Background: an optimization exercise with open tools, aiming at small area, a short achievable clock period and few clock cycles per item. Do not read the settings as production practice.
Power figures rest on the tool's default switching activity, not on a simulated workload.

==> job 4890 <==
## axis_gain_wrapper
module axis_gain_wrapper #(
    parameter integer C_S_AXI_DATA_WIDTH = 32,
    parameter integer C_S_AXI_ADDR_WIDTH = 4,
    parameter integer AUDIO_WIDTH        = 16,
    parameter integer GAIN_FBITS         = 12
)(
    input  wire aclk,
    input  wire aresetn,
    input  wire [31:0] s_axis_tdata,
    input  wire        s_axis_tlast,
    input  wire        s_axis_tvalid,
    output wire        s_axis_tready,
    output wire [31:0] m_axis_tdata,
    output wire        m_axis_tlast,
    output wire        m_axis_tvalid,
    input  wire        m_axis_tready,
    input  wire [C_S_AXI_ADDR_WIDTH-1:0] s_axi_awaddr,
    input  wire                          s_axi_awvalid,
    output wire                          s_axi_awready,
    input  wire [C_S_AXI_DATA_WIDTH-1:0] s_axi_wdata,
    input  wire [3:0]                    s_axi_wstrb,
    input  wire                          s_axi_wvalid,
    output wire                          s_axi_wready,
    output wire [1:0]                    s_axi_bresp,
    output reg                           s_axi_bvalid,
    input  wire                          s_axi_bready,
    input  wire [C_S_AXI_ADDR_WIDTH-1:0] s_axi_araddr,
    input  wire                          s_axi_arvalid,
    output wire                          s_axi_arready,
    output reg  [C_S_AXI_DATA_WIDTH-1:0] s_axi_rdata,
    output wire [1:0]                    s_axi_rresp,
    output reg                           s_axi_rvalid,
    input  wire                          s_axi_rready
);
clock: 8.0 ns
lec_check: 0
abc_area: 1
cap_margin: 20
core_margin: 2
core_utilization: 40
setup_slack_margin: 4.5
slew_margin: 20
run.sh (not shown) runs the stock make flow with config.mk's settings and CLKGATE_MAP_FILE= SYNTH_SCRIPT=/design/flow/synth_recipe.tcl, a recipe that flattens the netlist after the stock synthesis.
==> job 6556 (differences from job 4890) <==
--- a/flow/design.v
+++ b/flow/design.v
@@ -1,37 +1,37 @@
 `timescale 1ns / 1ps
 module gain_core_s1 (
     input  wire [15:0] d,
-    input  wire [15:0] g,
+    input  wire [23:0] bg,      
     output wire [19:0] ra,
     output wire [19:0] rb,
-    output wire        cin
+    output wire [2:0]  cin      
 );
-    wire neg0 = g[1];
-    wire one0 = g[0] ^ 1'b0;
-    wire two0 = (g[1] & ~g[0] & ~1'b0) | (~g[1] & g[0] & 1'b0);
-    wire neg1 = g[3];
-    wire one1 = g[2] ^ g[1];
-    wire two1 = (g[3] & ~g[2] & ~g[1]) | (~g[3] & g[2] & g[1]);
-    wire neg2 = g[5];
-    wire one2 = g[4] ^ g[3];
-    wire two2 = (g[5] & ~g[4] & ~g[3]) | (~g[5] & g[4] & g[3]);
-    wire neg3 = g[7];
-    wire one3 = g[6] ^ g[5];
-    wire two3 = (g[7] & ~g[6] & ~g[5]) | (~g[7] & g[6] & g[5]);
-    wire neg4 = g[9];
-    wire one4 = g[8] ^ g[7];
-    wire two4 = (g[9] & ~g[8] & ~g[7]) | (~g[9] & g[8] & g[7]);
-    wire neg5 = g[11];
-    wire one5 = g[10] ^ g[9];
-    wire two5 = (g[11] & ~g[10] & ~g[9]) | (~g[11] & g[10] & g[9]);
-    wire neg6 = g[13];
-    wire one6 = g[12] ^ g[11];
-    wire two6 = (g[13] & ~g[12] & ~g[11]) | (~g[13] & g[12] & g[11]);
-    wire neg7 = g[15];
-    wire one7 = g[14] ^ g[13];
-    wire two7 = (g[15] & ~g[14] & ~g[13]) | (~g[15] & g[14] & g[13]);
+    wire neg0 = bg[2];
+    wire two0 = bg[1];
+    wire one0 = bg[0];
+    wire neg1 = bg[5];
+    wire two1 = bg[4];
+    wire one1 = bg[3];
+    wire neg2 = bg[8];
+    wire two2 = bg[7];
+    wire one2 = bg[6];
+    wire neg3 = bg[11];
+    wire two3 = bg[10];
+    wire one3 = bg[9];
+    wire neg4 = bg[14];
+    wire two4 = bg[13];
+    wire one4 = bg[12];
+    wire neg5 = bg[17];
+    wire two5 = bg[16];
+    wire one5 = bg[15];
+    wire neg6 = bg[20];
+    wire two6 = bg[19];
+    wire one6 = bg[18];
+    wire neg7 = bg[23];
+    wire two7 = bg[22];
+    wire one7 = bg[21];
     wire [16:0] dx = {d[15], d};
     wire pp0_0 = (one0 & dx[0]) ^ neg0;
     wire pp0_1 = ((one0 & dx[1]) | (two0 & dx[0])) ^ neg0;
     wire pp0_2 = ((one0 & dx[2]) | (two0 & dx[1])) ^ neg0;
     wire pp0_3 = ((one0 & dx[3]) | (two0 & dx[2])) ^ neg0;
@@ -503,33 +503,69 @@
     wire s223, c224;
     assign s223 = pp7_15 ^ 1'b1;
     assign c224 = pp7_15 & 1'b1;
     wire [11:0] la = {c186, c184, c182, c180, c178, c176, c174, c172, c170, s169, pp0_1, pp0_0};
     wire [11:0] lb = {s187, s185, s183, s181, s179, s177, s175, s173, s171, neg1, 1'b0, neg0};
-    wire [12:0] ls = {1'b0, la} + {1'b0, lb};
-    assign cin = ls[12];
+    wire [8:0] ls = {1'b0, la[7:0]} + {1'b0, lb[7:0]};
+    assign cin[0] = ls[8];
+    wire [3:0] lg = la[11:8] & lb[11:8];
+    wire [3:0] lp = la[11:8] ^ lb[11:8];
+    assign cin[1] = lg[3] | (lp[3] & lg[2]) | (lp[3] & lp[2] & lg[1]) | (lp[3] & lp[2] & lp[1] & lg[0]);
+    assign cin[2] = &lp;
     assign ra = {1'b1, c224, c222, c220, c218, c216, c214, c212, c210, c208, c206, c204, c202, c200, c198, c196, c194, c192, c190, c188};
     assign rb = {1'b0, pp7_16, s223, s221, s219, s217, s215, s213, s211, s209, s207, s205, s203, s201, s199, s197, s195, s193, s191, s189};
 endmodule
+module gain_recode (
+    input  wire [15:0] g,
+    output wire [23:0] bg
+);
+    assign bg[2] = g[1];
+    assign bg[1] = (g[1] & ~g[0] & ~1'b0) | (~g[1] & g[0] & 1'b0);
+    assign bg[0] = g[0] ^ 1'b0;
+    assign bg[5] = g[3];
+    assign bg[4] = (g[3] & ~g[2] & ~g[1]) | (~g[3] & g[2] & g[1]);
+    assign bg[3] = g[2] ^ g[1];
+    assign bg[8] = g[5];
+    assign bg[7] = (g[5] & ~g[4] & ~g[3]) | (~g[5] & g[4] & g[3]);
+    assign bg[6] = g[4] ^ g[3];
+    assign bg[11] = g[7];
+    assign bg[10] = (g[7] & ~g[6] & ~g[5]) | (~g[7] & g[6] & g[5]);
+    assign bg[9] = g[6] ^ g[5];
+    assign bg[14] = g[9];
+    assign bg[13] = (g[9] & ~g[8] & ~g[7]) | (~g[9] & g[8] & g[7]);
+    assign bg[12] = g[8] ^ g[7];
+    assign bg[17] = g[11];
+    assign bg[16] = (g[11] & ~g[10] & ~g[9]) | (~g[11] & g[10] & g[9]);
+    assign bg[15] = g[10] ^ g[9];
+    assign bg[20] = g[13];
+    assign bg[19] = (g[13] & ~g[12] & ~g[11]) | (~g[13] & g[12] & g[11]);
+    assign bg[18] = g[12] ^ g[11];
+    assign bg[23] = g[15];
+    assign bg[22] = (g[15] & ~g[14] & ~g[13]) | (~g[15] & g[14] & g[13]);
+    assign bg[21] = g[14] ^ g[13];
+endmodule
 module gain_core_s2 (
     input  wire [19:0] ra,
     input  wire [19:0] rb,
-    input  wire        cin,
+    input  wire [2:0]  cin,
     output wire [15:0] data_o
 );
-    wire [19:0] r = ra + rb + {19'd0, cin};
+    wire c = cin[1] | (cin[2] & cin[0]);
+    wire [19:0] r = ra + rb + {19'd0, c};
     wire ovf = ~(&r[19:15] | ~|r[19:15]);
     assign data_o = ovf ? {r[19], {15{~r[19]}}} : r[15:0];
 endmodule
 module gain_core (
     input  wire [15:0] data_i,
     input  wire [15:0] gain_i,
     output wire [15:0] data_o
 );
     wire [19:0] ra, rb;
-    wire cin;
-    gain_core_s1 u_s1 (.d(data_i), .g(gain_i), .ra(ra), .rb(rb), .cin(cin));
+    wire [2:0] cin;
+    wire [23:0] bg;
+    gain_recode  u_rc (.g(gain_i), .bg(bg));
+    gain_core_s1 u_s1 (.d(data_i), .bg(bg), .ra(ra), .rb(rb), .cin(cin));
     gain_core_s2 u_s2 (.ra(ra), .rb(rb), .cin(cin), .data_o(data_o));
 endmodule
 `timescale 1ns / 1ps
 module axis_gain_wrapper #(
     parameter integer C_S_AXI_DATA_WIDTH = 32,
@@ -621,44 +657,57 @@
             default: s_axi_rdata = 32'b0;
         endcase
     end
     reg        v0, l0;
     reg [31:0] d0;
-    reg [15:0] g0l, g0r;    
+    reg [23:0] b0l, b0r;              
     reg        v1, l1;
     reg [19:0] ral, rbl, rar, rbr;    
-    reg        cil, cir;
-    wire ce = m_axis_tready || !v1;
+    reg [2:0]  cil, cir;      
+    reg        v2, l2;
+    reg [31:0] o2;
+    wire ce = m_axis_tready || !v2;
     assign s_axis_tready = ce;
-    assign m_axis_tvalid = v1;
-    assign m_axis_tlast  = l1;
+    assign m_axis_tvalid = v2;
+    assign m_axis_tlast  = l2;
+    assign m_axis_tdata  = o2;
+    wire [15:0] gl = reg_control[0] ? reg_gain_l[15:0] : 16'h1000;
+    wire [15:0] gr = reg_control[0] ? reg_gain_r[15:0] : 16'h1000;
+    wire [23:0] bgl, bgr;
+    gain_recode u_rc_l (.g(gl), .bg(bgl));
+    gain_recode u_rc_r (.g(gr), .bg(bgr));
     wire [19:0] ral_d, rbl_d, rar_d, rbr_d;
-    wire        cil_d, cir_d;
-    gain_core_s1 u_s1_l (.d(d0[15:0]),  .g(g0l), .ra(ral_d), .rb(rbl_d), .cin(cil_d));
-    gain_core_s1 u_s1_r (.d(d0[31:16]), .g(g0r), .ra(rar_d), .rb(rbr_d), .cin(cir_d));
-    gain_core_s2 u_s2_l (.ra(ral), .rb(rbl), .cin(cil), .data_o(m_axis_tdata[15:0]));
-    gain_core_s2 u_s2_r (.ra(rar), .rb(rbr), .cin(cir), .data_o(m_axis_tdata[31:16]));
+    wire [2:0]  cil_d, cir_d;
+    wire [15:0] ol_d, or_d;
+    gain_core_s1 u_s1_l (.d(d0[15:0]),  .bg(b0l), .ra(ral_d), .rb(rbl_d), .cin(cil_d));
+    gain_core_s1 u_s1_r (.d(d0[31:16]), .bg(b0r), .ra(rar_d), .rb(rbr_d), .cin(cir_d));
+    gain_core_s2 u_s2_l (.ra(ral), .rb(rbl), .cin(cil), .data_o(ol_d));
+    gain_core_s2 u_s2_r (.ra(rar), .rb(rbr), .cin(cir), .data_o(or_d));
     always @(posedge aclk) begin
         if (ce) begin
             d0  <= s_axis_tdata;
             l0  <= s_axis_tlast;
-            g0l <= reg_control[0] ? reg_gain_l[15:0] : 16'h1000;
-            g0r <= reg_control[0] ? reg_gain_r[15:0] : 16'h1000;
+            b0l <= bgl;
+            b0r <= bgr;
             ral <= ral_d;
             rbl <= rbl_d;
             cil <= cil_d;
             rar <= rar_d;
             rbr <= rbr_d;
             cir <= cir_d;
             l1  <= l0;
+            o2  <= {or_d, ol_d};
+            l2  <= l1;
         end
     end
     always @(posedge aclk) begin
         if (!aresetn) begin
             v0 <= 1'b0;
             v1 <= 1'b0;
+            v2 <= 1'b0;
         end else if (ce) begin
             v0 <= s_axis_tvalid;
             v1 <= v0;
+            v2 <= v1;
         end
     end
 endmodule
SETUP_SLACK_MARGIN = 4.3   (was 4.5)
==> run notes <==
synthesized-area fraction occupied by ao, oa, aoi and oai cells=11.0%; number of buffers added by the clock tree synthesis step=38; ranking of synthesized cells by instance count=445 x sky130_fd_sc_hd__inv_1, 310 x sky130_fd_sc_hd__nand2_1, 295 x sky130_fd_sc_hd__edfxtp_1; Post-Synth Adder-Cell Area=20.3%; met1 Usage GRT=26.5%; outcome=no timing/DRC/antenna violations; share of total power in the clock network=18.7%; end point of the most critical hold path=l2; Post-synth EDFFs=between 200 and 300
# the run above: job 6556

==> run notes <==
outcome=no timing/DRC/antenna violations; share of total power in the clock network=11.5%; Post-Synth Adder-Cell Area=21.8%; met1 Usage GRT=27.6%; Die W=236 um; synthesized-area fraction occupied by ao, oa, aoi and oai cells=about 11%; Biggest consumer=combinational cells; ranking of synthesized cells by instance count=449 x sky130_fd_sc_hd__inv_1, 363 x sky130_fd_sc_hd__nand2_1, 264 x sky130_fd_sc_hd__xor2_1; end point of the most critical hold path=l1
# the run above: job 4890

No functional check of the RTL was part of any run of this note.

-- port drivers added, routing unchanged --
The results above use ideal ports. As a check the final layouts listed here were re-extracted and re-timed, cells and wires unchanged. Step 1, drivers: a clkbuf_16 drives aclk and a buf_2 each remaining input, both assumed. Step 2 adds t to the input delays and takes it off the output delays; t is the mean of the earliest and latest rising clock arrival at the registers after step 1. Input paths then give back, and output paths get back, about the clock's delay inside the block. a / b / c = no drivers / after step 1 / after step 2; a / b = the first two.
run	shift t [ns]	setup slack, ns	slew at the worst register clock pin (ns)	worst slew at a driven data input, ns	pins driven straight from the clock port
job 4890	0.629	3.319 / 3.261 / 3.757	0.07 / 0.07	0.10	1
job 6556	0.617	4.201 / 4.170 / 4.170	0.06 / 0.06	0.07	1
After both steps setup and hold are still met in every run listed. The setup slack of job 6556, which loses most, moves by -0.031 ns with the drivers and by -0.031 ns with both steps.
